Source: an optimization exercise on an open RTL-to-GDS flow (aim: small area, a short achievable clock period and few clock cycles per item). Production flows keep margins and buffers that such runs may drop. At most, simulation tests tie the RTL to the original design; equivalence was not proved. Function not checked in runs 5 to 7: the RTL went through the layout flow alone.

File: flow/design.v
module sha_1_core(
    clk,
    rstn,
    din,
    din_vld,
    use_pre_cv,
    sha_1_end,
    busy,
    dout,
    dout_vld
);
input wire clk;
input wire rstn;
input wire [31:0] din;
input wire din_vld;
input wire use_pre_cv;
input wire sha_1_end;
output reg busy;
output wire [159:0] dout;
output reg dout_vld;
localparam [31:0] H0_INIT = 32'h67452301,
                  H1_INIT = 32'hEFCDAB89,
                  H2_INIT = 32'h98BADCFE,
                  H3_INIT = 32'h10325476,
                  H4_INIT = 32'hC3D2E1F0;
reg [6:0] cnt;       
reg hvld;            
reg ivm;             
reg st1;             
reg [3:0] ph;        
wire fch  = ph[0];   
wire fmaj = ph[2];   
reg q77;             
reg [4:0] fk;        
wire rot  = |fk;     
reg sr, sa;          
wire last = fk[4];   
reg idle;            
wire start = din_vld & idle;
always @(posedge clk or negedge rstn) begin
    if (!rstn) begin
        cnt      <= 7'd0;
        busy     <= 1'b0;
        idle     <= 1'b1;
        dout_vld <= 1'b0;
        hvld     <= 1'b0;
        st1      <= 1'b0;
        ph       <= 4'b0001;
        q77      <= 1'b0;
        fk       <= 5'd0;
        sr       <= 1'b0;
        sa       <= 1'b0;
    end
    else begin
        dout_vld <= last;
        st1      <= start;
        q77      <= (cnt == 7'd76);
        fk       <= {fk[3:0], q77};
        sr       <= q77 | fk[0] | fk[1];
        sa       <= fk[2] | fk[3];
        if (start) begin
            ph   <= 4'b0001;
        end
        else if (cnt == 7'd20 || cnt == 7'd40 || cnt == 7'd60) begin
            ph   <= {ph[2:0], 1'b0};
        end
        if (start) begin
            cnt  <= 7'd1;
            busy <= 1'b1;
            idle <= 1'b0;
        end
        else if (last) begin
            cnt  <= 7'd0;
            busy <= 1'b0;
            idle <= 1'b1;
            hvld <= 1'b1;
        end
        else if (!idle) begin
            cnt  <= cnt + 7'd1;
        end
    end
end
reg [31:0] w [0:15];
wire [31:0] w_xor = w[13] ^ w[8] ^ w[2] ^ w[0];
always @(posedge clk) begin
    w[15] <= din_vld ? din : {w_xor[30:0], w_xor[31]};
end
genvar i;
generate
    for (i = 0; i < 15; i = i + 1) begin: gen_w
        always @(posedge clk) w[i] <= w[i+1];
    end
endgenerate
reg [31:0] h0, h1, h2, h3, h4;
wire use_h = use_pre_cv & hvld;
wire [31:0] s1_ = use_h ? h1 : H1_INIT;
wire [31:0] s2_ = use_h ? h2 : H2_INIT;
wire [31:0] s3_ = use_h ? h3 : H3_INIT;
wire [31:0] s4_ = use_h ? h4 : H4_INIT;
wire [31:0] s0_ = ivm ? H0_INIT : h0;
always @(posedge clk) begin
    if (start)
        ivm <= ~use_h;
end
reg [31:0] a, b, c, d;
reg [31:0] pu, pv;
wire [31:0] cb = {b[1:0], b[31:2]};            
wire [31:0] f_ch  = (a & cb) | (~a & c);
wire [31:0] f_par = a ^ cb ^ c;
wire [31:0] f_maj = (a & cb) | (a & c) | (cb & c);
wire [31:0] f = fch ? f_ch : (fmaj ? f_maj : f_par);
wire [31:0] k = ({32{ph[0]}} & 32'h5A827999) | ({32{ph[1]}} & 32'h6ED9EBA1) |
                ({32{ph[2]}} & 32'h8F1BBCDC) | ({32{ph[3]}} & 32'hCA62C1D6);
wire [31:0] s1 = d ^ w[15] ^ k;
wire [31:0] c1 = (d & w[15]) | (d & k) | (w[15] & k);
wire [31:0] c1s = {c1[30:0], 1'b0};
wire [31:0] s2 = f ^ s1 ^ c1s;
wire [31:0] c2 = (f & s1) | (f & c1s) | (s1 & c1s);
wire [31:0] c2s = {c2[30:0], 1'b0};
always @(posedge clk) begin
    pu <= s2 ^ c2s;
    pv <= s2 & c2s;
end
wire [31:0] ra = {a[26:0], a[31:27]};
wire [31:0] s3 = ra ^ pu;
wire [31:0] c3 = pv | (ra & pu);
wire [31:0] a_next = s3 + {c3[30:0], 1'b0};
always @(posedge clk) begin
    if (start) begin
        a <= s1_;
        b <= {s2_[29:0], s2_[31:30]};
        c <= s3_;
        d <= s4_;
    end
    else begin
        if (st1)
            a <= s0_;
        else
            a <= a_next;
        b <= a;
        c <= cb;
        d <= c;
    end
end
wire [31:0] ff_x = ({32{sa}} & a) | ({32{sr}} & {a[1:0], a[31:2]});
reg [4:0] gv;        
reg mh;              
reg hr;              
wire rot_nx = q77 | fk[0] | fk[1] | fk[2] | fk[3];
always @(posedge clk) begin
    gv <= {gv[3:0], (cnt == 7'd76) & ivm};
    mh <= rot_nx & sha_1_end;
end
always @(posedge clk or negedge rstn) begin
    if (!rstn)
        hr <= 1'b1;
    else
        hr <= ~rot_nx;
end
wire ld_iv = |gv;
wire [31:0] ivk = ({32{gv[0]}} & H4_INIT) | ({32{gv[1]}} & H3_INIT) |
                  ({32{gv[2]}} & H2_INIT) | ({32{gv[3]}} & H1_INIT) |
                  ({32{gv[4]}} & H0_INIT);
wire [31:0] ff_h = ({32{mh}} & h4) | ({32{hr}} & h0);
wire [31:0] ff_sum = ff_h + ff_x;
always @(posedge clk) begin
    h0 <= ff_sum;
    if (rot) begin
        h1 <= h0;
        h2 <= h1;
        h3 <= h2;
    end
    if (ld_iv)
        h4 <= ivk;
    else if (rot)
        h4 <= h3;
end
assign dout = {h0, h1, h2, h3, h4};
endmodule
File: flow/flow/run.sh
#!/bin/bash
# The standard layout (the standard.sh, synthesis unchanged), with the
# port buffers made from the smallest plain buffer instead of a delay cell.
set -euo pipefail
bash standard.sh "BUFFER_PORTS_ARGS=-buffer_cell sky130_fd_sc_hd__buf_1" finish > standard.log 2>&1
File: flow/standard.sh
#!/bin/bash
# synth_recipe.tcl (not shown) runs the flow's synth.tcl, then flattens the netlist and writes it again
# the make line also repeats each setting of config.mk as NAME=value (left out here)
make -C /OpenROAD-flow-scripts/flow DESIGN_CONFIG=/design/flow/config.mk WORK_HOME=/design/flow/orfs CLKGATE_MAP_FILE= SYNTH_SCRIPT=/design/flow/synth_recipe.tcl "${@:-finish}"
File: flow/config.mk
export PLATFORM = sky130hd
export DESIGN_NAME = sha_1_core
export DESIGN_NICKNAME = sha_1_core
export VERILOG_FILES = /design/flow/design.v
export SDC_FILE = /design/flow/constraint.sdc
export NUM_CORES = 4
export LEC_CHECK = 0
export CAP_MARGIN = 20
export CORE_MARGIN = 2
export CORE_UTILIZATION = 35
export CTS_BUF_LIST = sky130_fd_sc_hd__clkbuf_8 sky130_fd_sc_hd__clkbuf_16
export CTS_CLUSTER_DIAMETER = 70
export CTS_CLUSTER_SIZE = 26
export PLACE_DENSITY = 0.6
export SETUP_SLACK_MARGIN = 3.95
export SLEW_MARGIN = 20
File: flow/constraint.sdc
create_clock -name core_clock -period 7.0 [get_ports {clk}]
set_input_delay 1.4000 -clock core_clock [delete_from_list [all_inputs] [get_ports {clk}]]
set_output_delay 1.4000 -clock core_clock [all_outputs]
set_load 0.01 [all_outputs]
==> results of run 1 <==
how the worst max path moves through the flow:
stage / from / endpoint / slack (ps) / depth (start not counted)
2_1_floorplan: ph[2]$_DFFE_PN0P_ / pu[16]$_DFF_P_ / 4010 / 8
3_3_place_gp: din_vld / a[29]$_DFF_P_ / 2980 / 9
3_5_place_dp: din_vld / a[30]$_DFF_P_ / 2940 / 8
4_1_cts: a[28]$_DFF_P_ / a[28]$_DFF_P_ / 3820 / 12
5_1_grt: hr$_DFF_PN1_ / h0[24]$_DFF_P_ / 3820 / 13
6_report: a[30]$_DFF_P_ / a[28]$_DFF_P_ / 3880 / 12
logic make-up (layout without fill, tap and decap cells):
group,after synthesis,after routing
AO/OA/AOI/OAI,486,486
XOR/XNOR,160,160
adder cells (fa/ha/maj),221,221
buffers and inverters,218,482
flip-flops,894,894
multiplexers,65,65
AND/OR/NAND/NOR,351,351
synthesized netlist by cell type (4+ instances only):
library cell                 n  area (µm²)
sky130_fd_sc_hd__o22ai_1    12        75.1
sky130_fd_sc_hd__o22a_1     52         455
sky130_fd_sc_hd__a21o_1     44         330
sky130_fd_sc_hd__clkbuf_1   75         282
sky130_fd_sc_hd__o21bai_1    5        37.5
sky130_fd_sc_hd__nand3b_1    9        67.6
sky130_fd_sc_hd__edfxtp_1  129        3870
sky130_fd_sc_hd__nand4_1    11        68.8
sky130_fd_sc_hd__buf_1       9        33.8
sky130_fd_sc_hd__xnor2_1   136        1190
sky130_fd_sc_hd__or2_2      30         188
sky130_fd_sc_hd__ha_1      127        1590
sky130_fd_sc_hd__a22oi_1     8        60.1
sky130_fd_sc_hd__fa_1       94        1880
sky130_fd_sc_hd__dfrtp_1    22         551
sky130_fd_sc_hd__nand2_1   135         507
sky130_fd_sc_hd__nand2b_1    7        43.8
sky130_fd_sc_hd__o21ai_0    87         435
sky130_fd_sc_hd__a21oi_1   100         500
sky130_fd_sc_hd__o31ai_1     7        52.6
sky130_fd_sc_hd__nand3_1    18        90.1
sky130_fd_sc_hd__a22o_1    114         998
sky130_fd_sc_hd__mux2_2     29         327
sky130_fd_sc_hd__o21a_1      7        52.6
sky130_fd_sc_hd__mux2i_1    36         360
sky130_fd_sc_hd__xor2_1     24         210
sky130_fd_sc_hd__a211oi_1   10        75.1
sky130_fd_sc_hd__nor2_1     81         304
sky130_fd_sc_hd__nor3_1     22         110
sky130_fd_sc_hd__and3_1      5        31.3
sky130_fd_sc_hd__nor2b_1    14        87.6
sky130_fd_sc_hd__and2_1      4        25.0
sky130_fd_sc_hd__a31oi_1    15        93.8
sky130_fd_sc_hd__dfxtp_1   740       14800
sky130_fd_sc_hd__inv_1     133         499
through the flow:
| step | hold slack (ps) | worst slack (ps) |
|---|---|---|
| 6_report | 329 | 3880 |
| 5_1_grt | 334 | 3820 |
| 4_1_cts | 330 | 3820 |
| 3_5_place_dp | 312 | 2940 |
| 3_3_place_gp | 310 | 2980 |
| 2_1_floorplan | 310 | 4010 |
cell usage in the layout, fill, tap and decap left out, types with 36 or more instances in the layout:
master,n
sky130_fd_sc_hd__edfxtp_1,129
sky130_fd_sc_hd__fa_1,92
sky130_fd_sc_hd__dfxtp_1,719
sky130_fd_sc_hd__a21o_1,44
sky130_fd_sc_hd__a22o_1,113
sky130_fd_sc_hd__buf_4,57
sky130_fd_sc_hd__ha_1,98
sky130_fd_sc_hd__buf_1,196
sky130_fd_sc_hd__a21oi_1,92
sky130_fd_sc_hd__inv_1,133
sky130_fd_sc_hd__mux2i_1,36
sky130_fd_sc_hd__o22a_1,52
sky130_fd_sc_hd__xnor2_1,134
sky130_fd_sc_hd__o21ai_0,77
sky130_fd_sc_hd__clkbuf_16,47
sky130_fd_sc_hd__nand2_1,132
sky130_fd_sc_hd__nor2_1,74
state kept, by name (all words and copies together) (netlist names), 4 cells and up:
register	count
w	512
a	32
b	32
c	32
d	32
h0	32
h1	32
h2	32
h3	32
h4	32
pu	32
pv	30
cnt	7
fk	5
gv	5
ph	4
final cells by class:
cell class / instances / area share (%)
multi-input cells: 1283 / 31.6
repair buffers: 276 / 4.11
inverters: 133 / 1.40
clock buffers: 48 / 3.35
clock inverters: 25 / 0.957
flip-flops and latches: 894 / 54.5
well taps: 1155 / 4.06
routing by layer:
layer | routed length, µm | up-vias | GRT usage, % | part of all wire, %
met4 | 2960 | 0 | 6.30 | 3.6
met2 | 38100 | 635 | 29.3 | 47
met3 | 4670 | 150 | 2.51 | 5.7
met1 | 35700 | 9304 | 23.9 | 44
met5 | 0 | - | 0 | 0
li1 | - | 8689 | - | -
repair_timing:
| item | 4_1_cts | 5_1_grt |
|---|---|---|
| gates cloned | 1 | 0 |
| hold endpoints to repair | 0 | 0 |
| setup buffers | 41 | 18 |
| setup endpoints to repair | 109 | 43 |
| pin swaps | 37 | 44 |
| gates resized for setup | 102 | 65 |
==> reports/results.ini, run 1 <==
[timing]
rsz0062_at_grt=true
setup_viol=0
finalCriticalPeriod_ps=3120
timing_max_transition_violations_final=0
final_hold_vios=0
worst-slew-pin-transition_ps=1170
setup_tns_ps=0
skew_ps=17.0
period_share_pct=44.6
maxSlewHeadroom_pct=21.4
fmaxAchievable_ghz=0.320

[yosys]
synth_simple_gate_area_share_pct=5.34
largest_family_of_logic_cells_by_synthesized_area=adder cells
synth_ff_type=sky130_fd_sc_hd__dfxtp_1
ys_seq_area_share_pct=62.9
ys_async_sr_fraction_pct=2.80
ys_warn_count=2
cell_count_after_synthesis=2395
synth_compound_area_share_pct=11.0
ys_types=64
synth_xor_area_share_pct=4.56
synth_fp_nets=2653
syn-mean-instance-area_um2=12.8
yosys_register_bits=894
synth_edf_count=129
netlist_area_mm2=0.0307
mux_cell_area_share_after_synthesis_pct=2.24
post_synth_fa_ha_maj_area_fraction_pct=11.3

[setup_path]
regToRegStartpoint=a[30]$_DFF_P_
critPathKind=reg -> reg
cp_cell_sequence=ha_1, or2_4, ha_4, a21o_1, a21o_1, o21ai_4, nor2_2, o32a_1, o31a_1, a31oi_2, xor2_1, a21oi_1
worst_r2r_end=a[28]$_DFF_P_
cpPeakStageDelay_ps=380
critical_path_peak_fanout=5
worstPathBufferInverterCount=0
critical_path.most_common_cell=sky130_fd_sc_hd__a21o_1
worstSetupStartpointType=flop
setup.worst_path.end_class=flop
reg2reg_slack_ps=3880
cp_slowest_cell=sky130_fd_sc_hd__o31a_1
crit_arrival_ps=3630
required_arrival_time_at_the_worst_endpoint_ps=7510
cpLargestDelayFamily=compound AO/OA/AOI/OAI gates
timing.reg2reg.worst_path_depth=12

[layout]
final_layout_size_suffix_gt1_share_pct=12.6
stdcell_area_mm2=0.0356
syn2layout_area_growth_pct=15.7
seq_area_mm2=0.0194
fillerInstances=8079
postLayoutCoreUtil_pct=40.9
antenna-diode-count=0
final_nets=2892
final_cells=3814
footprint_of_the_multi_input_gates_mm2=0.0112

[detailed_routing]
routed-via-count=18800
detail_route.first_pass.iterations=5
drtIter0Drc=1366
routed_wire_length_per_instance_um=21.4
detail-route-antenna-nets=0
avgViaCountPerCell=4.92
drt_wl_total_mm=81.5
remaining_drc_errors=0

[clock_network]
post_cts_hold_buffer_count=0
clock_sink_count=894
numCtsBuffers=46
clock_latency_ps=620
cts-htree-levels=2
clk_path_buf_depth=3
cts.clk_slew.worst_paths_ps=100
clockRootBuffer=sky130_fd_sc_hd__clkbuf_16
tritoncts=built

[global_routing]
initial_antenna_violation_count=0
largest_net_degree_at_the_start_of_global_routing=76
grt_remaining_overflow=0
grt_pass1_vias=19200
grt_pass1_wl_mm=122
global_route_usage_over_all_layers_pct=17.8

[flow_run]
drv_cap=0

[worst_hold_path]
timing.hold.worst_path_depth=0
timing.hold.worst.start=w[14][14]$_DFF_P_
worst_hold_path.endpoint=w[13][14]$_DFF_P_
hold_path_class=reg -> reg

[die]
die_w_um=300
std_cell_rows=108
full_die_area_mm2=0.0902
core_area_mm2=0.0869
fp.dieH_um=300
ios=199
start_util_pct=35.4

[placed_design]
dp.cells=3681
post_dp_area_mm2=0.0328
numPortBuffers=198
globalplace.congestion=0.896
place_hpwl_mm=58.3

[status]
outcome=timing/DRC/antenna clean

Testbench counts, summed over its fixed seeds: cycles 15,936, blocks 192.
==> run 2, diff against run 1 <==
--- a/flow/config.mk
+++ b/flow/config.mk
@@ -8,8 +8,8 @@
 export CAP_MARGIN = 20
 export CORE_MARGIN = 2
-export CORE_UTILIZATION = 35
+export CORE_UTILIZATION = 40
 export CTS_BUF_LIST = sky130_fd_sc_hd__clkbuf_8 sky130_fd_sc_hd__clkbuf_16
-export CTS_CLUSTER_DIAMETER = 70
-export CTS_CLUSTER_SIZE = 26
+export CTS_CLUSTER_DIAMETER = 55
+export CTS_CLUSTER_SIZE = 32
 export PLACE_DENSITY = 0.6
 export SETUP_SLACK_MARGIN = 3.95
==> run 2 against run 1 <==
Net effect:
- maximum frequency up 1.3%
- critical path type is now in -> reg
- synthesized cell count unchanged
==> reports/results.ini, run 2 <==
[status]
outcome=timing/DRC/antenna clean

[timing]
setup_viol=0
timing_max_transition_violations_final=0
rsz0062_at_grt=true
finalCriticalPeriod_ps=3080
worst-slew-pin-transition_ps=877
final_hold_vios=0
setup_tns_ps=0
fmaxAchievable_ghz=0.324
period_share_pct=44.1
maxSlewHeadroom_pct=41.5
skew_ps=33.8
post-route-worst-setup-slack_ps=3920

[detailed_routing]
routed_wire_length_per_instance_um=21.6
drt_wl_total_mm=79.9
drtIter0Drc=1408
routed-via-count=19000
avgViaCountPerCell=5.12
detail-route-antenna-nets=0
remaining_drc_errors=0
detail_route.first_pass.iterations=5

[yosys]
syn-mean-instance-area_um2=12.8
synth_fp_nets=2653
netlist_area_mm2=0.0307
synth_edf_count=129
ys_warn_count=2
ys_seq_area_share_pct=62.9
ys_async_sr_fraction_pct=2.80
synth_ff_type=sky130_fd_sc_hd__dfxtp_1
library_cell_with_the_largest_summed_area_after_synthesis=sky130_fd_sc_hd__dfxtp_1
yosys_register_bits=894
yosys-top-cells-area=sky130_fd_sc_hd__dfxtp_1, sky130_fd_sc_hd__edfxtp_1, sky130_fd_sc_hd__fa_1, sky130_fd_sc_hd__ha_1, sky130_fd_sc_hd__xnor2_1
ys_types=64
synth.top_cell.area_share_pct=48.2
cell_count_after_synthesis=2395
yosysMostFrequentCell=sky130_fd_sc_hd__dfxtp_1
most_frequent_cells_after_synthesis=sky130_fd_sc_hd__dfxtp_1, sky130_fd_sc_hd__xnor2_1, sky130_fd_sc_hd__nand2_1

[layout]
seq_area_mm2=0.0194
final_nets=2892
syn2layout_area_growth_pct=16.5
largest_reg_flops=512
fillerInstances=6799
final_layout_size_suffix_gt1_share_pct=13.2
stdcell_area_mm2=0.0358
regMostFlops=w
footprint_of_the_multi_input_gates_mm2=0.0113
most-common-layout-cells=sky130_fd_sc_hd__dfxtp_1, sky130_fd_sc_hd__buf_1, sky130_fd_sc_hd__xnor2_1, sky130_fd_sc_hd__nand2_1, sky130_fd_sc_hd__inv_1
mostFrequentLayoutCell=sky130_fd_sc_hd__dfxtp_1
antenna-diode-count=0

[global_routing]
grt_pass1_vias=19200
grt_remaining_overflow=0
largest_net_degree_at_the_start_of_global_routing=73
grt_pass1_wl_mm=120
global_route_usage_over_all_layers_pct=20.0
initial_antenna_violation_count=0

[setup_path]
worstSetupStartpoint=din_vld
critical_path_peak_fanout=68
worstPathBufferInverterCount=4
cpPeakStageDelay_ps=470
worst-path-stages=8
cpLargestDelayFamily=buffers and inverters
regToRegStartpoint=a[1]$_DFF_P_
timing.critical_path.to=a[30]$_DFF_P_
setup.worst_path.end_class=flop
cp_slowest_cell=sky130_fd_sc_hd__clkbuf_8
critPathKind=in -> reg
reg2reg_slack_ps=3920
crit_arrival_ps=3620
worst_r2r_end=a[28]$_DFF_P_
required_arrival_time_at_the_worst_endpoint_ps=7540
timing.reg2reg.worst_path_depth=11
cp_cell_sequence=clkbuf_2, nand2_2, clkbuf_8, inv_4, nand3_2, clkbuf_8, o22ai_1, a311oi_1
worstSetupStartpointType=input port
critical_path.most_common_cell=sky130_fd_sc_hd__clkbuf_8

[clock_network]
cts-htree-levels=2
cts.clk_slew.worst_paths_ps=100
numCtsBuffers=51
clockRootBuffer=sky130_fd_sc_hd__clkbuf_16
tritoncts=built
clock_latency_ps=650
clock_sink_count=894
clk_path_buf_depth=3

[die]
std_cell_rows=101
start_util_pct=40.5
fp.dieH_um=281
ios=199
core_area_mm2=0.0759
die_w_um=281
full_die_area_mm2=0.0791

[worst_hold_path]
hold_path_class=reg -> reg

[placed_design]
place_hpwl_mm=56.9
globalplace.congestion=0.907
post_dp_area_mm2=0.0326
numPortBuffers=198
setup_slack_after_placement_ps=2800

[flow_run]
drv_cap=0

[run 2: through the flow]
stage / instances / util [%] / hold slack [ps]
after floorplan: 2395 / - / 310
after global placement: 3560 / 43.0 / 310
after detailed placement: 3560 / 43.0 / 312
after CTS: 3680 / 46.3 / 315
after global routing: 3706 / 47.1 / 326
final: 3706 / 47.1 / 322
[run 2: final cells by class]
class	count	area share, %
clock buffer	56	3.85
clock inverter	39	1.51
inverter	133	1.40
multi-input combinational	1283	31.5
sequential	894	54.1
tap	1030	3.60
timing repair buffer	271	4.01
[run 2: worst min path at each step]
stage | slack (ps) | cells past startpoint | end | from
6_report | 320 | 0 | w[8][24]$_DFF_P_ | w[9][24]$_DFF_P_
2_1_floorplan | 310 | 0 | w[0][0]$_DFF_P_ | w[1][0]$_DFF_P_
5_1_grt | 330 | 0 | w[3][19]$_DFF_P_ | w[4][19]$_DFF_P_
3_3_place_gp | 310 | 0 | w[13][28]$_DFF_P_ | w[14][28]$_DFF_P_
3_5_place_dp | 310 | 0 | w[10][29]$_DFF_P_ | w[11][29]$_DFF_P_
4_1_cts | 320 | 0 | w[8][24]$_DFF_P_ | w[9][24]$_DFF_P_
[run 2: what timing repair did]
item / 4_1_cts / 5_1_grt
endpoints found under the hold margin: 0 / 0
hold buffers: 0 / 0
gates resized for setup: 97 / 77
setup endpoints to repair: 121 / 32
cloned: 0 / 2
pin swaps: 28 / 34
setup buffers: 25 / 24
[run 2: routing by layer]
metal | GRT usage [%] | part of all wire (%)
met5 | 0 | 0
met4 | 8.42 | 5.0
met3 | 2.47 | 5.7
met2 | 31.0 | 44
met1 | 28.4 | 45
[run 2: logic make-up after synthesis]
logic type | Yosys count | share of synthesized area [%]
compound gates | 486 | 11.0
buf+inv | 218 | 2.67
simple gates | 351 | 5.34
flops | 894 | 62.9
fa+ha+maj | 221 | 11.3
mux | 65 | 2.24
xor+xnor | 160 | 4.56
==> run 3, diff against run 2 <==
--- a/flow/config.mk
+++ b/flow/config.mk
@@ -9,7 +9,7 @@
 export CORE_MARGIN = 2
 export CORE_UTILIZATION = 40
-export CTS_BUF_LIST = sky130_fd_sc_hd__clkbuf_8 sky130_fd_sc_hd__clkbuf_16
-export CTS_CLUSTER_DIAMETER = 55
-export CTS_CLUSTER_SIZE = 32
+export CTS_BUF_LIST = sky130_fd_sc_hd__clkbuf_4 sky130_fd_sc_hd__clkbuf_8
+export CTS_CLUSTER_DIAMETER = 40
+export CTS_CLUSTER_SIZE = 16
 export PLACE_DENSITY = 0.6
 export SETUP_SLACK_MARGIN = 3.95
==> run 3 against run 2 <==
Net effect:
- critical path depth increased by 4
- register-to-register slack barely moved
- sequential share of layout area decreased by 0.58 points
- final area up 1.1%
- clock-buffer cell count grew 54
- worst hold slack lost 5.8 ps
==> reports/results.ini, run 3 <==
[setup_path]
regToRegStartpoint=a[28]$_DFF_P_
timing.reg2reg.worst_path_depth=12
required_arrival_time_at_the_worst_endpoint_ps=7610
cp_slowest_cell=sky130_fd_sc_hd__o31a_1
reg2reg_slack_ps=3910
crit_arrival_ps=3700
critPathKind=reg -> reg
cpPeakStageDelay_ps=400
cp_cell_sequence=ha_4, or2_4, ha_4, a21oi_2, and4b_2, o21ai_4, nor2_1, o32a_1, o31a_1, a31oi_4, xor2_2, a21oi_2
worstSetupStartpointType=flop
critical_path_peak_fanout=3
setup.worst_path.end_class=flop
worst_r2r_end=a[28]$_DFF_P_

[die]
fp.dieH_um=281
core_area_mm2=0.0759
die_w_um=281
full_die_area_mm2=0.0791
start_util_pct=40.5
ios=199
std_cell_rows=101

[timing]
setup_tns_ps=0
maxSlewHeadroom_pct=40.6
timing_max_transition_violations_final=0
skew_ps=38.9
period_share_pct=44.2
setup_viol=0
rsz0062_at_grt=true
fmaxAchievable_ghz=0.323
final_hold_vios=0
worst-slew-pin-transition_ps=891
finalCriticalPeriod_ps=3090

[yosys]
library_cell_with_the_largest_summed_area_after_synthesis=sky130_fd_sc_hd__dfxtp_1
yosys_register_bits=894
synth_ff_type=sky130_fd_sc_hd__dfxtp_1
cell_count_after_synthesis=2395
ys_async_sr_fraction_pct=2.80
synth_edf_count=129
syn-mean-instance-area_um2=12.8
yosys-top-cells-area=sky130_fd_sc_hd__dfxtp_1, sky130_fd_sc_hd__edfxtp_1, sky130_fd_sc_hd__fa_1, sky130_fd_sc_hd__ha_1, sky130_fd_sc_hd__xnor2_1
synth.top_cell.area_share_pct=48.2
netlist_area_mm2=0.0307
yosysMostFrequentCell=sky130_fd_sc_hd__dfxtp_1
synth_fp_nets=2653
ys_seq_area_share_pct=62.9
ys_warn_count=2
most_frequent_cells_after_synthesis=sky130_fd_sc_hd__dfxtp_1, sky130_fd_sc_hd__xnor2_1, sky130_fd_sc_hd__nand2_1
ys_types=64

[layout]
final_nets=2936
most-common-layout-cells=sky130_fd_sc_hd__dfxtp_1, sky130_fd_sc_hd__buf_1, sky130_fd_sc_hd__xnor2_1, sky130_fd_sc_hd__inv_1, sky130_fd_sc_hd__nand2_1
mostFrequentLayoutCell=sky130_fd_sc_hd__dfxtp_1
largest_reg_flops=512
syn2layout_area_growth_pct=17.7
final_layout_size_suffix_gt1_share_pct=15.6
regMostFlops=w
final_cells=3786

[detailed_routing]
remaining_drc_errors=0
routed_wire_length_per_instance_um=21.3
detail_route.first_pass.iterations=5
drtIter0Drc=1430
avgViaCountPerCell=5.07
routed-via-count=19200
detail-route-antenna-nets=0
drt_wl_total_mm=80.6

[placed_design]
globalplace.congestion=0.907
dp.cells=3560
numPortBuffers=198
place_hpwl_mm=56.9

[clock_network]
clk_path_buf_depth=3
cts-htree-levels=3
cts.clk_slew.worst_paths_ps=90
clock_latency_ps=730
numCtsBuffers=98
tritoncts=built
clockRootBuffer=sky130_fd_sc_hd__clkbuf_8
clock_sink_count=894
post_cts_hold_buffer_count=0

[status]
outcome=timing/DRC/antenna clean

[global_routing]
largest_net_degree_at_the_start_of_global_routing=73
grt_pass1_wl_mm=121
grt_remaining_overflow=0
global_route_usage_over_all_layers_pct=20.3
grt_pass1_vias=19700
initial_antenna_violation_count=1

[worst_hold_path]
timing.hold.worst_path_depth=0
worst_hold_path.endpoint=w[4][2]$_DFF_P_
timing.hold.worst.start=w[5][2]$_DFF_P_
hold_path_class=reg -> reg

[flow_run]
drv_cap=0

==> run 3: worst max-delay path by stage <==
stage	startpoint	to	slack [ps]	cells past startpoint
finish	a[28]$_DFF_P_	a[28]$_DFF_P_	3910	12
global route	hr$_DFF_PN1_	h0[31]$_DFF_P_	3860	13
CTS	a[28]$_DFF_P_	a[28]$_DFF_P_	3880	12
detailed placement	din_vld	a[30]$_DFF_P_	2800	8
global placement	din_vld	a[29]$_DFF_P_	2860	8
floorplan	ph[2]$_DFFE_PN0P_	pu[16]$_DFF_P_	4010	8
==> run 3: cell families (layout without fill, tap and decap cells) <==
kind of cell | Yosys count | after routing | share of synthesized area, %
mux | 65 | 65 | 2.24
fa+ha+maj | 221 | 221 | 11.3
simple gates | 351 | 351 | 5.34
flops | 894 | 894 | 62.9
xor+xnor | 160 | 160 | 4.56
other cells | 0 | 1 | 0
compound gates | 486 | 486 | 11.0
buf+inv | 218 | 578 | 2.67
==> run 3: worst max-delay path: cells and delay by family (launching register included) <==
kind	cells	cell delay, ps
flip-flops	1	370
AND/OR/NAND/NOR	3	570
AO/OA/AOI/OAI	6	1430
adder cells (fa/ha/maj)	2	360
XOR/XNOR	1	240
==> run 3: per-stage QoR <==
| step | worst slack, ps | util (%) | instance area [µm²] | hold WS [ps] |
|---|---|---|---|---|
| 2_1_floorplan | 4010 | - | 30700 | 310 |
| 3_3_place_gp | 2860 | 43.0 | 32600 | 310 |
| 3_5_place_dp | 2800 | 43.0 | 32600 | 312 |
| 4_1_cts | 3880 | 46.8 | 35500 | 314 |
| 5_1_grt | 3860 | 47.6 | 36200 | 318 |
| 6_report | 3910 | 47.6 | 36200 | 316 |
==> run 3: final cells by class <==
cell class                 instances  area, µm²
antenna                            1       2.50
clock buffer                     110       1480
clock inverter                    67        832
fill                            6799      39800
inverter                         133        502
multi-input combinational       1283      11300
sequential                       894      19400
tap                             1030       1290
timing repair buffer             268       1390
==> run 3: timing repair <==
item	in CTS	in global routing
cloned	0	2
setup endpoints to repair	126	31
setup buffers	21	25
pin swaps	27	44
hold endpoints to repair	0	0
gates resized for setup	91	83
==> run 3: per-layer routing <==
layer  GRT usage [%]  vias up  part of all wire (%)
met4            9.01        0                   4.0
met2            31.5      685                    45
met5               0        -                     0
li1                -     8841                     -
met3            3.05      163                   6.1
met1            28.2     9495                    44
==> run 4, diff against run 3 <==
--- a/flow/config.mk
+++ b/flow/config.mk
@@ -9,7 +9,7 @@
 export CORE_MARGIN = 2
 export CORE_UTILIZATION = 40
-export CTS_BUF_LIST = sky130_fd_sc_hd__clkbuf_4 sky130_fd_sc_hd__clkbuf_8
-export CTS_CLUSTER_DIAMETER = 40
-export CTS_CLUSTER_SIZE = 16
+export CTS_BUF_LIST = sky130_fd_sc_hd__clkbuf_4
+export CTS_CLUSTER_DIAMETER = 35
+export CTS_CLUSTER_SIZE = 12
 export PLACE_DENSITY = 0.6
 export SETUP_SLACK_MARGIN = 3.95
==> run 4 against run 3 <==
Net effect:
- critical endpoint is now h0[24]$_DFF_P_
- global-route usage grew 0.59 points
- die area is the same
- first-iteration DRC count rose by 8.7%
- final area is 1.7% higher
- routed wire length is 2.7% higher
- critical path depth increased by 2
==> reports/results.ini, run 4 <==
[yosys]
yosysMostFrequentCell=sky130_fd_sc_hd__dfxtp_1
ys_seq_area_share_pct=62.9
synth_ff_type=sky130_fd_sc_hd__dfxtp_1
netlist_area_mm2=0.0307
cell_count_after_synthesis=2395
ys_warn_count=2
yosys-top-cells-area=sky130_fd_sc_hd__dfxtp_1, sky130_fd_sc_hd__edfxtp_1, sky130_fd_sc_hd__fa_1, sky130_fd_sc_hd__ha_1, sky130_fd_sc_hd__xnor2_1
library_cell_with_the_largest_summed_area_after_synthesis=sky130_fd_sc_hd__dfxtp_1
most_frequent_cells_after_synthesis=sky130_fd_sc_hd__dfxtp_1, sky130_fd_sc_hd__xnor2_1, sky130_fd_sc_hd__nand2_1
synth_edf_count=129
ys_async_sr_fraction_pct=2.80
syn-mean-instance-area_um2=12.8
yosys_register_bits=894
ys_types=64
synth.top_cell.area_share_pct=48.2
synth_fp_nets=2653

[placed_design]
setup_slack_after_placement_ps=2800
post_dp_area_mm2=0.0326
globalplace.congestion=0.907
place_hpwl_mm=56.9
numPortBuffers=198

[worst_hold_path]
hold_path_class=reg -> reg
timing.hold.worst_path_depth=0
worst_hold_path.endpoint=w[9][28]$_DFF_P_
timing.hold.worst.start=w[10][28]$_DFF_P_

[timing]
rsz0062_at_grt=true
setup_tns_ps=0
hold-worst-slack_ps=271
worst-slew-pin-transition_ps=891
timing_max_transition_violations_final=0
setup_viol=0
final_hold_vios=0
period_share_pct=44.3
post-route-worst-setup-slack_ps=3900
finalCriticalPeriod_ps=3100
maxSlewHeadroom_pct=40.6
skew_ps=99.3
fmaxAchievable_ghz=0.323

[layout]
final_layout_size_suffix_gt1_share_pct=20.8
largest_reg_flops=512
stdcell_area_mm2=0.0368
regMostFlops=w
final_nets=3069
most-common-layout-cells=sky130_fd_sc_hd__dfxtp_1, sky130_fd_sc_hd__buf_1, sky130_fd_sc_hd__buf_4, sky130_fd_sc_hd__xnor2_1, sky130_fd_sc_hd__clkbuf_4
syn2layout_area_growth_pct=19.7
mostFrequentLayoutCell=sky130_fd_sc_hd__dfxtp_1

[die]
core_area_mm2=0.0759
fp.dieH_um=281
full_die_area_mm2=0.0791
die_w_um=281
ios=199
std_cell_rows=101
start_util_pct=40.5

[clock_network]
clock_sink_count=894
clock_latency_ps=940
clockRootBuffer=sky130_fd_sc_hd__clkbuf_4
post_cts_hold_buffer_count=0
numCtsBuffers=121
cts-htree-levels=3
cts.clk_slew.worst_paths_ps=120
clk_path_buf_depth=3
tritoncts=built

[status]
outcome=timing/DRC/antenna clean

[detailed_routing]
detail-route-antenna-nets=0
drt_wl_total_mm=82.8
routed-via-count=19700
detail_route.first_pass.iterations=5
remaining_drc_errors=0
routed_wire_length_per_instance_um=21.1
avgViaCountPerCell=5.02
drtIter0Drc=1554

[global_routing]
initial_antenna_violation_count=1
global_route_usage_over_all_layers_pct=20.9
grt_pass1_vias=20200
grt_pass1_wl_mm=125
largest_net_degree_at_the_start_of_global_routing=73
grt_remaining_overflow=0

[setup_path]
critical_path_peak_fanout=5
worst_r2r_end=h0[24]$_DFF_P_
regToRegStartpoint=hr$_DFF_PN1_
required_arrival_time_at_the_worst_endpoint_ps=7820
crit_arrival_ps=3920
setup.worst_path.end_class=flop
worstSetupStartpointType=flop
timing.reg2reg.worst_path_depth=14
critPathKind=reg -> reg
reg2reg_slack_ps=3900

[flow_run]
drv_cap=0

[run 4: cell counts after synthesis]
No cell type changed its count.
[run 4: layout make-up]
class	count	area (µm²)
clock inverters	78	925
clock buffers	134	1010
well taps	1030	1290
diodes	1	2.50
fillers	6777	39200
multi-input cells	1283	11400
flip-flops and latches	894	19400
inverters	133	502
repair buffers	378	2280
[run 4: metrics by stage]
stage | std cells | utilization [%]
after floorplan | 2395 | -
after global placement | 3560 | 43.0
after detailed placement | 3560 | 43.0
after CTS | 3893 | 47.5
after global routing | 3931 | 48.4
final | 3931 | 48.4
[run 4: metal layers]
layer	share of wire [%]	vias to the layer above	global-route usage, %	routed length (µm)
met5	0	-	0	0
met4	4.4	0	9.91	3660
met3	6.4	158	3.18	5330
met2	45	718	32.1	37200
met1	44	9688	29.0	36700
li1	-	9157	-	-
[run 4: logic make-up after synthesis]
family | count (synthesis) | share of synthesized area, %
AOI/OAI and AO/OA | 486 | 11.0
muxes | 65 | 2.24
DFF | 894 | 62.9
and+or+nand+nor | 351 | 5.34
xor gates and xnor gates | 160 | 4.56
adders and majority gates | 221 | 11.3
buffers and inverters | 218 | 2.67
[run 4: what timing repair did]
| item | 4_1_cts | 5_1_grt |
|---|---|---|
| gates cloned | 2 | 1 |
| buffers inserted | 119 | 36 |
| setup endpoints to repair | 178 | 43 |
| pin swaps | 34 | 47 |
| resized for setup | 139 | 84 |
[run 4: worst max path at each step]
stage / from / end / slack, ps
2_1_floorplan: ph[2]$_DFFE_PN0P_ / pu[16]$_DFF_P_ / 4010
3_3_place_gp: din_vld / a[29]$_DFF_P_ / 2860
3_5_place_dp: din_vld / a[30]$_DFF_P_ / 2800
4_1_cts: h1[7]$_DFFE_PP_ / dout[103] / 3920
5_1_grt: sa$_DFF_PN0_ / h0[24]$_DFF_P_ / 3820
6_report: hr$_DFF_PN1_ / h0[24]$_DFF_P_ / 3900
[run 4: worst max-delay path, cell delays in order, from the launching register on]
cell                        delay (ps)
sky130_fd_sc_hd__dfstp_4           520
sky130_fd_sc_hd__buf_4             150
sky130_fd_sc_hd__clkbuf_16         160
sky130_fd_sc_hd__a22o_4            260
sky130_fd_sc_hd__ha_4              300
sky130_fd_sc_hd__nand4_1           170
sky130_fd_sc_hd__nor2_1            190
sky130_fd_sc_hd__a211oi_2           70
sky130_fd_sc_hd__o31ai_4            90
sky130_fd_sc_hd__nand2_2           120
sky130_fd_sc_hd__o22ai_4           290
sky130_fd_sc_hd__a21oi_4           110
sky130_fd_sc_hd__buf_12            150
sky130_fd_sc_hd__o31ai_4           230
sky130_fd_sc_hd__xor2_1            160
==> run 5, diff against run 4 <==
--- a/flow/design.v
+++ b/flow/design.v
@@ -94,9 +94,9 @@
 reg [31:0] h0, h1, h2, h3, h4;
 wire use_h = use_pre_cv & hvld;
-wire [31:0] s1_ = use_h ? h1 : H1_INIT;
+wire [31:0] s0_ = use_h ? h0 : H0_INIT;
 wire [31:0] s2_ = use_h ? h2 : H2_INIT;
 wire [31:0] s3_ = use_h ? h3 : H3_INIT;
 wire [31:0] s4_ = use_h ? h4 : H4_INIT;
-wire [31:0] s0_ = ivm ? H0_INIT : h0;
+wire [31:0] s1_ = ivm ? H1_INIT : h1;       
 always @(posedge clk) begin
     if (start)
@@ -106,7 +106,8 @@
 reg [31:0] pu, pv;
 wire [31:0] cb = {b[1:0], b[31:2]};            
-wire [31:0] f_ch  = (a & cb) | (~a & c);
-wire [31:0] f_par = a ^ cb ^ c;
-wire [31:0] f_maj = (a & cb) | (a & c) | (cb & c);
+wire [31:0] fa = st1 ? s1_ : a;
+wire [31:0] f_ch  = (fa & cb) | (~fa & c);
+wire [31:0] f_par = fa ^ cb ^ c;
+wire [31:0] f_maj = (fa & cb) | (fa & c) | (cb & c);
 wire [31:0] f = fch ? f_ch : (fmaj ? f_maj : f_par);
 wire [31:0] k = ({32{ph[0]}} & 32'h5A827999) | ({32{ph[1]}} & 32'h6ED9EBA1) |
@@ -119,14 +120,20 @@
 wire [31:0] c2s = {c2[30:0], 1'b0};
 always @(posedge clk) begin
-    pu <= s2 ^ c2s;
-    pv <= s2 & c2s;
+    if (start) begin
+        pu <= s0_;
+        pv <= 32'd0;
+    end
+    else begin
+        pu <= s2 ^ c2s;
+        pv <= s2 & c2s;
+    end
 end
-wire [31:0] ra = {a[26:0], a[31:27]};
+wire [31:0] ra = {a[26:0], a[31:27]} & {32{~st1}};
 wire [31:0] s3 = ra ^ pu;
 wire [31:0] c3 = pv | (ra & pu);
 wire [31:0] a_next = s3 + {c3[30:0], 1'b0};
 always @(posedge clk) begin
+    a <= a_next;
     if (start) begin
-        a <= s1_;
         b <= {s2_[29:0], s2_[31:30]};
         c <= s3_;
@@ -134,9 +141,5 @@
     end
     else begin
-        if (st1)
-            a <= s0_;
-        else
-            a <= a_next;
-        b <= a;
+        b <= st1 ? s1_ : a;
         c <= cb;
         d <= c;
--- a/flow/config.mk
+++ b/flow/config.mk
@@ -9,7 +9,7 @@
 export CORE_MARGIN = 2
 export CORE_UTILIZATION = 40
-export CTS_BUF_LIST = sky130_fd_sc_hd__clkbuf_4
-export CTS_CLUSTER_DIAMETER = 35
-export CTS_CLUSTER_SIZE = 12
+export CTS_BUF_LIST = sky130_fd_sc_hd__clkbuf_8 sky130_fd_sc_hd__clkbuf_16
+export CTS_CLUSTER_DIAMETER = 70
+export CTS_CLUSTER_SIZE = 26
 export PLACE_DENSITY = 0.6
 export SETUP_SLACK_MARGIN = 3.95
==> run 5 against run 4 <==
Net effect:
- still clean on timing, DRC and antenna
- maximum frequency fell by 13%
- utilization rose by 0.28 points
- clock-buffer cell count fell by 86
- clock skew fell by 59 ps
- critical path depth did not move
- first-iteration DRC count rose by 20%
- register-to-register slack got worse by 480 ps
- critical path type unchanged
==> reports/results.ini, run 5 <==
[status]
outcome=timing/DRC/antenna clean

[timing]
worst-slew-pin-transition_ps=1130
rsz0062_at_grt=true
setup_viol=0
fmaxAchievable_ghz=0.280
period_share_pct=51.1
skew_ps=39.8
timing_max_transition_violations_final=0
setup_tns_ps=0
finalCriticalPeriod_ps=3580
maxSlewHeadroom_pct=24.4
final_hold_vios=0

[layout]
postLayoutCoreUtil_pct=48.7
regMostFlops=w
mostFrequentLayoutCell=sky130_fd_sc_hd__dfxtp_1
syn2layout_area_growth_pct=20.5
most-common-layout-cells=sky130_fd_sc_hd__dfxtp_1, sky130_fd_sc_hd__nand2_1, sky130_fd_sc_hd__buf_1, sky130_fd_sc_hd__inv_1, sky130_fd_sc_hd__xnor2_1
final_nets=3161
final_cells=3970
fillerInstances=6888
antenna-diode-count=0
final_layout_size_suffix_gt1_share_pct=16.5
largest_reg_flops=512

[detailed_routing]
avgViaCountPerCell=5.21
drtIter0Drc=1872
drt_wl_total_mm=90.5
routed_wire_length_per_instance_um=22.8
detail_route.first_pass.iterations=5
detail-route-antenna-nets=0
remaining_drc_errors=0
routed-via-count=20700

[setup_path]
worstSetupStartpointType=flop
setup.worst_path.end_class=flop
cpLargestDelayFamily=compound AO/OA/AOI/OAI gates
crit_arrival_ps=4090
critical_path.most_common_cell=sky130_fd_sc_hd__ha_4
critical_path_peak_fanout=4
required_arrival_time_at_the_worst_endpoint_ps=7510
cpPeakStageDelay_ps=520
worstPathBufferInverterCount=2
critPathKind=reg -> reg
cp_cell_sequence=buf_12, nor2b_4, ha_4, ha_4, fa_2, a211oi_2, o211ai_1, a41o_1, a221oi_4, buf_4, a21o_1, o31ai_4, nor4_2, nor3_2
cp_slowest_cell=sky130_fd_sc_hd__dfrtp_4

[clock_network]
clockRootBuffer=sky130_fd_sc_hd__clkbuf_16
numCtsBuffers=46
post_cts_hold_buffer_count=0
cts.clk_slew.worst_paths_ps=100
clock_sink_count=894
cts-htree-levels=2
tritoncts=built
clock_latency_ps=640
clk_path_buf_depth=3

[yosys]
synth.top_cell.area_share_pct=47.3
ys_types=63
most_frequent_cells_after_synthesis=sky130_fd_sc_hd__dfxtp_1, sky130_fd_sc_hd__nand2_1, sky130_fd_sc_hd__inv_1
library_cell_with_the_largest_summed_area_after_synthesis=sky130_fd_sc_hd__dfxtp_1
cell_count_after_synthesis=2600
yosysMostFrequentCell=sky130_fd_sc_hd__dfxtp_1
synth_fp_nets=2857
ys_seq_area_share_pct=61.7
syn-mean-instance-area_um2=12.0
synth_edf_count=129
ys_warn_count=2
netlist_area_mm2=0.0313
yosys_register_bits=894
yosys-top-cells-area=sky130_fd_sc_hd__dfxtp_1, sky130_fd_sc_hd__edfxtp_1, sky130_fd_sc_hd__fa_1, sky130_fd_sc_hd__ha_1, sky130_fd_sc_hd__xnor2_1
synth_ff_type=sky130_fd_sc_hd__dfxtp_1
ys_async_sr_fraction_pct=2.80

[global_routing]
global_route_usage_over_all_layers_pct=22.1
grt_pass1_vias=20900
grt_remaining_overflow=0
largest_net_degree_at_the_start_of_global_routing=71
grt_pass1_wl_mm=135
initial_antenna_violation_count=2

[placed_design]
place_hpwl_mm=61.9
globalplace.congestion=0.907
dp.cells=3765
numPortBuffers=198

[worst_hold_path]
hold_path_class=reg -> reg

[die]
die_w_um=284
full_die_area_mm2=0.0806
fp.dieH_um=284
start_util_pct=40.4
std_cell_rows=102
ios=199
core_area_mm2=0.0775

[flow_run]
drv_cap=0

run 5: cell types whose count changed after synthesis, moves of 31 or more:
| cell | change |
|---|---|
| sky130_fd_sc_hd__a22o_1 | -31 |
| sky130_fd_sc_hd__and2_1 | +33 |
| sky130_fd_sc_hd__inv_1 | +60 |
| sky130_fd_sc_hd__nand2_1 | +70 |
| sky130_fd_sc_hd__o21ai_0 | +41 |
| sky130_fd_sc_hd__o22a_1 | -40 |
run 5: repair_timing:
action / CTS / global route
setup buffers: 85 / 40
pin swaps: 74 / 97
endpoints found under the setup margin: 161 / 93
gates cloned: 6 / 0
gates resized for setup: 218 / 154
run 5: worst paths after layout:
path	startpoint	to	slack, ps	cells past startpoint
max	st1$_DFF_PN0_	a[31]$_DFF_P_	3420	14
min	w[6][30]$_DFF_P_	w[5][30]$_DFF_P_	310	0
max reg2reg	st1$_DFF_PN0_	a[31]$_DFF_P_	3420	14
min reg2reg	w[6][30]$_DFF_P_	w[5][30]$_DFF_P_	310	0
max in group asynchronous	rstn	ph[2]$_DFFE_PN0P_	5730	1
min in group asynchronous	rstn	busy$_DFFE_PN0P_	790	1
run 5: kinds of logic (layout without fill, tap and decap cells):
family          after synthesis  in the layout  synth area share (%)
compound gates              505            505                  10.7
simple gates                492            492                  7.39
buf+inv                     289            619                  3.46
xor+xnor                    160            160                  4.47
flops                       894            894                  61.7
mux                          40             40                  1.28
fa+ha+maj                   220            220                  11.0
run 5: layer usage:
metal  wire, µm  up-vias  share of wire [%]  global-route usage (%)
li1           -     9351                  -                       -
met1      40000    10300                 44                    30.9
met2      39800      849                 44                    33.8
met3       6620      199                7.3                    4.00
met4       4030        6                4.5                    8.84
met5         41        -              0.045                       0
run 5: cell type report:
type                    instances  area, µm²  area share, %
clock inverters                26        277          0.733
repair buffers                352       2320           6.15
flip-flops and latches        894      19300           51.2
clock buffers                  48       1190           3.15
inverters                     193        724           1.92
well taps                    1040       1300           3.45
multi-input cells            1417      12600           33.4
run 5: worst register-to-register path, delay by kind of cell (launching register included):
kind	cells	cell delay, ps
AO/OA/AOI/OAI	6	1370
adder cells (fa/ha/maj)	3	750
buffers and inverters	2	330
flip-flops	1	520
AND/OR/NAND/NOR	3	500
run 5: per-stage QoR:
step	hold slack (ps)	worst slack (ps)	cell area [µm²]
after floorplan	310	3790	31500
after global placement	310	2890	33300
after detailed placement	312	2780	33300
after CTS	326	3550	36800
after global routing	335	3400	37700
final	314	3420	37700
==> run 6, diff against run 5 <==
--- a/flow/config.mk
+++ b/flow/config.mk
@@ -13,4 +13,4 @@
 export CTS_CLUSTER_SIZE = 26
 export PLACE_DENSITY = 0.6
-export SETUP_SLACK_MARGIN = 3.95
+export SETUP_SLACK_MARGIN = 4.2
 export SLEW_MARGIN = 20
==> run 6 against run 5 <==
Net effect:
- utilization increased by 1.9 points
- via count up 2.3%
- die area unchanged
- final area up 3.9%
==> reports/results.ini, run 6 <==
[status]
outcome=timing/DRC/antenna clean

[setup_path]
cpPeakStageDelay_ps=470
worst-path-stages=12
critical_path_peak_fanout=4
setup.worst_path.end_class=flop
cp_slowest_cell=sky130_fd_sc_hd__or4b_1
reg2reg_slack_ps=3560
worstSetupStartpointType=flop
timing.reg2reg.worst_path_depth=12
cpLargestDelayFamily=compound AO/OA/AOI/OAI gates
worstPathBufferInverterCount=1
cp_cell_sequence=buf_12, a22o_1, ha_2, fa_2, a211oi_4, o21ai_2, nor2b_4, a221o_1, a211oi_4, o21ai_2, or4b_1, and4_1
crit_arrival_ps=3940
critPathKind=reg -> reg
required_arrival_time_at_the_worst_endpoint_ps=7500

[timing]
finalCriticalPeriod_ps=3440
hold-worst-slack_ps=328
worst-slew-pin-transition_ps=1090
maxSlewHeadroom_pct=26.8
setup_viol=0
timing_max_transition_violations_final=0
rsz0062_at_grt=true
final_hold_vios=0
setup_tns_ps=0
skew_ps=32.8
post-route-worst-setup-slack_ps=3560
period_share_pct=49.1
fmaxAchievable_ghz=0.291

[die]
full_die_area_mm2=0.0806
ios=199
core_area_mm2=0.0775
std_cell_rows=102
start_util_pct=40.4
fp.dieH_um=284
die_w_um=284

[yosys]
syn-mean-instance-area_um2=12.0
synth_fp_nets=2857
ys_types=63
yosys-top-cells-area=sky130_fd_sc_hd__dfxtp_1, sky130_fd_sc_hd__edfxtp_1, sky130_fd_sc_hd__fa_1, sky130_fd_sc_hd__ha_1, sky130_fd_sc_hd__xnor2_1
most_frequent_cells_after_synthesis=sky130_fd_sc_hd__dfxtp_1, sky130_fd_sc_hd__nand2_1, sky130_fd_sc_hd__inv_1
netlist_area_mm2=0.0313
yosys_register_bits=894
ys_async_sr_fraction_pct=2.80
synth_ff_type=sky130_fd_sc_hd__dfxtp_1
ys_warn_count=2
yosysMostFrequentCell=sky130_fd_sc_hd__dfxtp_1
synth_edf_count=129
synth.top_cell.area_share_pct=47.3
ys_seq_area_share_pct=61.7
library_cell_with_the_largest_summed_area_after_synthesis=sky130_fd_sc_hd__dfxtp_1
cell_count_after_synthesis=2600

[global_routing]
grt_remaining_overflow=0
global_route_usage_over_all_layers_pct=22.2
largest_net_degree_at_the_start_of_global_routing=75
grt_pass1_wl_mm=135
initial_antenna_violation_count=1
grt_pass1_vias=21000

[layout]
final_layout_size_suffix_gt1_share_pct=22.3
syn2layout_area_growth_pct=25.2
regMostFlops=w
largest_reg_flops=512
postLayoutCoreUtil_pct=50.6
final_cells=4047
fillerInstances=6696
mostFrequentLayoutCell=sky130_fd_sc_hd__dfxtp_1
antenna-diode-count=0
most-common-layout-cells=sky130_fd_sc_hd__dfxtp_1, sky130_fd_sc_hd__nand2_1, sky130_fd_sc_hd__buf_1, sky130_fd_sc_hd__inv_1, sky130_fd_sc_hd__buf_4
final_nets=3239

[worst_hold_path]
timing.hold.worst_path_depth=0
hold_path_class=reg -> reg

[clock_network]
clockRootBuffer=sky130_fd_sc_hd__clkbuf_16
cts-htree-levels=2
clk_path_buf_depth=3
cts.clk_slew.worst_paths_ps=100
post_cts_hold_buffer_count=0
clock_latency_ps=630
numCtsBuffers=47
clock_sink_count=894
tritoncts=built

[detailed_routing]
detail_route.first_pass.iterations=6
drtIter0Drc=1651
avgViaCountPerCell=5.23
remaining_drc_errors=0
routed_wire_length_per_instance_um=22.7
drt_wl_total_mm=91.7
routed-via-count=21200
detail-route-antenna-nets=0

[placed_design]
setup_slack_after_placement_ps=2850
place_hpwl_mm=60.8
numPortBuffers=198
dp.cells=3761
globalplace.congestion=0.929

[flow_run]
drv_cap=0

==> run 6: cells by family (layout without fill, tap and decap cells) <==
| kind of cell | Yosys count | in the layout | synth area share [%] |
|---|---|---|---|
| buffers and inverters | 289 | 694 | 3.46 |
| xor gates and xnor gates | 160 | 160 | 4.47 |
| DFF | 894 | 894 | 61.7 |
| AOI/OAI and AO/OA | 505 | 505 | 10.7 |
| muxes | 40 | 40 | 1.28 |
| and+or+nand+nor | 492 | 494 | 7.39 |
| adders and majority gates | 220 | 220 | 11.0 |
==> run 6: metal layers <==
layer	up-vias	part of all wire, %	track usage [%]
li1	9486	-	-
met1	10600	44	31.4
met2	843	45	34.3
met3	194	7.0	3.46
met4	0	4.2	8.35
met5	-	0	0
==> run 6: area by class of cell <==
type / count / area [µm²] / area share, %
clock buffers: 51 / 1240 / 3.17
inverters: 193 / 724 / 1.85
repair buffers: 427 / 3190 / 8.13
flip-flops and latches: 894 / 19300 / 49.3
clock inverters: 23 / 248 / 0.632
well taps: 1040 / 1300 / 3.32
multi-input cells: 1419 / 13200 / 33.6
==> run 6: repair_timing <==
item                       4_1_cts  5_1_grt
hold endpoints to repair         0        0
setup buffers                  144       61
gates resized for setup        336      187
setup endpoints to repair      228      142
gates cloned                     7        0
pin swaps                      127      118
==> run 6: final timing paths <==
kind / from / to
worst min register to register: w[6][18]$_DFF_P_ / w[5][18]$_DFF_P_
max in group asynchronous: rstn / ph[2]$_DFFE_PN0P_
min in group asynchronous: rstn / st1$_DFF_PN0_
worst max register to register: sr$_DFF_PN0_ / h0[28]$_DFF_P_
worst min-delay path: w[6][18]$_DFF_P_ / w[5][18]$_DFF_P_
worst max-delay path: sr$_DFF_PN0_ / h0[28]$_DFF_P_
==> run 6: metrics by stage <==
step | cell area [µm²]
after floorplan | 31700
after global placement | 33400
after detailed placement | 33500
after CTS | 37900
after global routing | 39200
final | 39200
==> run 7, diff against run 6 <==
--- a/flow/design.v
+++ b/flow/design.v
@@ -27,9 +27,8 @@
 reg hvld;            
 reg ivm;             
-reg st1;             
+reg st1, st2;        
 reg [3:0] ph;        
-wire fch  = ph[0];   
-wire fmaj = ph[2];   
-reg q77;             
+reg [3:0] fph;       
+reg qff;             
 reg [4:0] fk;        
 wire rot  = |fk;     
@@ -46,6 +45,8 @@
         hvld     <= 1'b0;
         st1      <= 1'b0;
+        st2      <= 1'b0;
         ph       <= 4'b0001;
-        q77      <= 1'b0;
+        fph      <= 4'b0001;
+        qff      <= 1'b0;
         fk       <= 5'd0;
         sr       <= 1'b0;
@@ -55,8 +56,10 @@
         dout_vld <= last;
         st1      <= start;
-        q77      <= (cnt == 7'd76);
-        fk       <= {fk[3:0], q77};
-        sr       <= q77 | fk[0] | fk[1];
+        st2      <= st1;
+        qff      <= (cnt == 7'd77);
+        fk       <= {fk[3:0], qff};
+        sr       <= qff | fk[0] | fk[1];
         sa       <= fk[2] | fk[3];
+        fph      <= ph;
         if (start) begin
             ph   <= 4'b0001;
@@ -94,54 +97,44 @@
 reg [31:0] h0, h1, h2, h3, h4;
 wire use_h = use_pre_cv & hvld;
-wire [31:0] s0_ = use_h ? h0 : H0_INIT;
 wire [31:0] s2_ = use_h ? h2 : H2_INIT;
 wire [31:0] s3_ = use_h ? h3 : H3_INIT;
 wire [31:0] s4_ = use_h ? h4 : H4_INIT;
-wire [31:0] s1_ = ivm ? H1_INIT : h1;       
+wire [31:0] s1_ = ivm ? H1_INIT : h1;
+wire [31:0] s0_ = ivm ? H0_INIT : h0;
 always @(posedge clk) begin
     if (start)
         ivm <= ~use_h;
 end
-reg [31:0] a, b, c, d;
-reg [31:0] pu, pv;
-wire [31:0] cb = {b[1:0], b[31:2]};            
-wire [31:0] fa = st1 ? s1_ : a;
-wire [31:0] f_ch  = (fa & cb) | (~fa & c);
-wire [31:0] f_par = fa ^ cb ^ c;
-wire [31:0] f_maj = (fa & cb) | (fa & c) | (cb & c);
-wire [31:0] f = fch ? f_ch : (fmaj ? f_maj : f_par);
+reg [31:0] a, b, c;
+reg [31:0] q, p;
 wire [31:0] k = ({32{ph[0]}} & 32'h5A827999) | ({32{ph[1]}} & 32'h6ED9EBA1) |
                 ({32{ph[2]}} & 32'h8F1BBCDC) | ({32{ph[3]}} & 32'hCA62C1D6);
-wire [31:0] s1 = d ^ w[15] ^ k;
-wire [31:0] c1 = (d & w[15]) | (d & k) | (w[15] & k);
-wire [31:0] c1s = {c1[30:0], 1'b0};
-wire [31:0] s2 = f ^ s1 ^ c1s;
-wire [31:0] c2 = (f & s1) | (f & c1s) | (s1 & c1s);
-wire [31:0] c2s = {c2[30:0], 1'b0};
+wire [31:0] sq = c ^ w[15] ^ k;
+wire [31:0] cq = (c & w[15]) | (c & k) | (w[15] & k);
 always @(posedge clk) begin
+    q <= sq + {cq[30:0], 1'b0};
+end
+wire [31:0] cb = {b[1:0], b[31:2]};
+wire [31:0] f_ch  = (a & cb) | (~a & c);
+wire [31:0] f_par = a ^ cb ^ c;
+wire [31:0] f_maj = (a & cb) | (a & c) | (cb & c);
+wire [31:0] f = fph[0] ? f_ch : (fph[2] ? f_maj : f_par);
+always @(posedge clk) begin
+    p <= f + q;
+end
+wire [31:0] a_next = {a[26:0], a[31:27]} + p;
+wire [31:0] a_ld = start ? {s2_[29:0], s2_[31:30]} : (st1 ? s1_ : s0_);
+always @(posedge clk) begin
+    if (start | st1 | st2)
+        a <= a_ld;
+    else
+        a <= a_next;
     if (start) begin
-        pu <= s0_;
-        pv <= 32'd0;
+        b <= {s3_[29:0], s3_[31:30]};
+        c <= s4_;
     end
     else begin
-        pu <= s2 ^ c2s;
-        pv <= s2 & c2s;
-    end
-end
-wire [31:0] ra = {a[26:0], a[31:27]} & {32{~st1}};
-wire [31:0] s3 = ra ^ pu;
-wire [31:0] c3 = pv | (ra & pu);
-wire [31:0] a_next = s3 + {c3[30:0], 1'b0};
-always @(posedge clk) begin
-    a <= a_next;
-    if (start) begin
-        b <= {s2_[29:0], s2_[31:30]};
-        c <= s3_;
-        d <= s4_;
-    end
-    else begin
-        b <= st1 ? s1_ : a;
+        b <= a;
         c <= cb;
-        d <= c;
     end
 end
@@ -150,7 +143,7 @@
 reg mh;              
 reg hr;              
-wire rot_nx = q77 | fk[0] | fk[1] | fk[2] | fk[3];
+wire rot_nx = qff | fk[0] | fk[1] | fk[2] | fk[3];
 always @(posedge clk) begin
-    gv <= {gv[3:0], (cnt == 7'd76) & ivm};
+    gv <= {gv[3:0], (cnt == 7'd77) & ivm};
     mh <= rot_nx & sha_1_end;
 end
--- a/flow/config.mk
+++ b/flow/config.mk
@@ -13,4 +13,4 @@
 export CTS_CLUSTER_SIZE = 26
 export PLACE_DENSITY = 0.6
-export SETUP_SLACK_MARGIN = 4.2
+export SETUP_SLACK_MARGIN = 3.8
 export SLEW_MARGIN = 20
==> run 7 against run 6 <==
Net effect:
- critical path type unchanged
- critical endpoint is now p[30]$_DFF_P_
- critical path depth rose by 4
- register-to-register slack got worse by 120 ps
- clock skew fell by 12 ps
- worst hold slack got worse by 2.5 ps
- cell count barely moved
- still clean on timing, DRC and antenna
- clock-buffer cell count rose by 4
==> reports/results.ini, run 7 <==
[status]
outcome=timing/DRC/antenna clean

[setup_path]
worstPathBufferInverterCount=1
worstSetupStartpoint=b[2]$_DFF_P_
cp_cell_sequence=fa_1, nor2b_4, a211oi_2, a21oi_1, ha_2, inv_2, fa_2, nor2b_4, o2111ai_4, a21oi_2, o211ai_1, a21oi_2, o21ai_2, a31oi_4, mux2i_1, nand3_1
worstSetupStartpointType=flop
critical_path_peak_fanout=3
critPathKind=reg -> reg
setup.worst_path.end_class=flop
required_arrival_time_at_the_worst_endpoint_ps=7510

[detailed_routing]
drtIter0Drc=1439
avgViaCountPerCell=5.24
detail-route-antenna-nets=0
routed-via-count=21200
detail_route.first_pass.iterations=6
drt_wl_total_mm=88.7

[clock_network]
cts.clk_slew.worst_paths_ps=90
cts-htree-levels=2
numCtsBuffers=49
clk_path_buf_depth=3
clockRootBuffer=sky130_fd_sc_hd__clkbuf_16
tritoncts=built
clock_latency_ps=640

[layout]
final_cells=4050
regMostFlops=w
fillerInstances=7095
most-common-layout-cells=sky130_fd_sc_hd__dfxtp_1, sky130_fd_sc_hd__buf_1, sky130_fd_sc_hd__xnor2_1, sky130_fd_sc_hd__nand2_1, sky130_fd_sc_hd__a21oi_1
mostFrequentLayoutCell=sky130_fd_sc_hd__dfxtp_1
syn2layout_area_growth_pct=17.8
final_nets=3233
final_layout_size_suffix_gt1_share_pct=15.0

[yosys]
synth_fp_nets=2957
ys_async_sr_fraction_pct=3.23
synth_ff_type=sky130_fd_sc_hd__dfxtp_1
netlist_area_mm2=0.0319
synth_edf_count=129
syn-mean-instance-area_um2=11.8
ys_types=83
post_synth_fa_ha_maj_area_fraction_pct=10.3
largest_family_of_logic_cells_by_synthesized_area=compound AO/OA/AOI/OAI gates
ys_seq_area_share_pct=59.0
yosysMostFrequentCell=sky130_fd_sc_hd__dfxtp_1
most_frequent_cells_after_synthesis=sky130_fd_sc_hd__dfxtp_1, sky130_fd_sc_hd__a21oi_1, sky130_fd_sc_hd__xnor2_1
mux_cell_area_share_after_synthesis_pct=1.09

[timing]
skew_ps=20.4
period_share_pct=50.9
setup_tns_ps=0
setup_viol=0
finalCriticalPeriod_ps=3560
timing_max_transition_violations_final=0
final_hold_vios=0
maxSlewHeadroom_pct=21.3

[worst_hold_path]
hold_path_class=reg -> reg

[global_routing]
grt_remaining_overflow=0
largest_net_degree_at_the_start_of_global_routing=79
global_route_usage_over_all_layers_pct=20.9
initial_antenna_violation_count=1
grt_pass1_vias=21300

[placed_design]
dp.cells=3874
place_hpwl_mm=63.3
globalplace.congestion=0.935
numPortBuffers=198

[die]
die_w_um=286
ios=199
fp.dieH_um=286
start_util_pct=40.4
core_area_mm2=0.0789

[flow_run]
drv_cap=0

==> run 7: logic make-up (layout without fill, tap and decap cells) <==
family,count (synthesis),count (layout)
flops,867,867
fa+ha+maj,225,225
mux,33,33
simple gates,448,448
xor+xnor,220,220
buf+inv,209,514
compound gates,693,693
==> run 7: area by class of cell <==
cell class / count / area [µm²] / share of cell area (%)
inverters: 121 / 459 / 1.22
flip-flops and latches: 867 / 18900 / 50.4
clock inverters: 25 / 260 / 0.694
multi-input cells: 1619 / 13500 / 35.9
well taps: 1050 / 1310 / 3.50
repair buffers: 313 / 1790 / 4.77
clock buffers: 55 / 1340 / 3.58
==> run 7: metal layers <==
metal / global-route usage, % / share of wire, %
met3: 2.50 / 4.6
met4: 7.15 / 3.9
met1: 28.3 / 45
met5: 0 / 0
met2: 34.8 / 47
==> run 7: path summary, 6_finish.rpt <==
path | slack, ps | end | depth (start not counted)
worst max register to register | 3440 | p[30]$_DFF_P_ | 16
max in group asynchronous | 5490 | ph[3]$_DFFE_PN0P_ | 1
worst min register to register | 330 | w[10][13]$_DFF_P_ | 0
min in group asynchronous | 880 | hvld$_DFFE_PN0P_ | 1
worst min-delay path | 330 | w[10][13]$_DFF_P_ | 0
worst max-delay path | 3440 | p[30]$_DFF_P_ | 16
==> run 7: through the flow <==
step	hold WS [ps]	setup slack, ps	util (%)	instance area [µm²]
detailed placement	312	3010	42.9	33800
global placement	310	3100	42.9	33800
finish	326	3440	47.6	37500
global route	318	3300	47.6	37500
CTS	324	3530	46.6	36700
floorplan	310	3680	-	31900
==> run 7: timing repair <==
item                       CTS  global route
resized for setup          174           115
setup endpoints to repair   60            50
pin swaps                   94            71
setup buffers               72            22
cloned                       0             2

[separate check: timing with driven ports]
No port has a modelled driver above. Below, the same layouts with a new extraction and two added sets of constraints.
Step 1 sets driving cells, clkbuf_16 on the clock port and buf_2 on the other inputs (assumed; they add their load-dependent delay and slew).
Step 2 times the ports against the registers' clock, not the clock port: input delays grow and output delays shrink by t, the midpoint of the rising clock arrivals with the driver on.
Slacks: no drivers / after step 1 / after step 2; pairs: no drivers / after step 1.
run	shift t [ns]	setup WS [ns]	worst slew at a driven data input, ns
run 1	0.675	3.876 / 3.876 / 3.422	0.04
run 2	0.689	3.916 / 3.922 / 3.258	0.05
run 3	0.758	3.908 / 3.908 / 3.286	0.05
run 4	0.950	3.901 / 3.901 / 3.179	0.05
run 5	0.675	3.424 / 3.424 / 3.390	0.11
run 6	0.680	3.563 / 3.563 / 3.563	0.09
run 7	0.689	3.439 / 3.439 / 3.233	0.07
After both steps setup and hold are still met in every run listed. The setup slack of run 4, which loses most, moves by 0.000 ns with the drivers and by -0.722 ns with both steps.
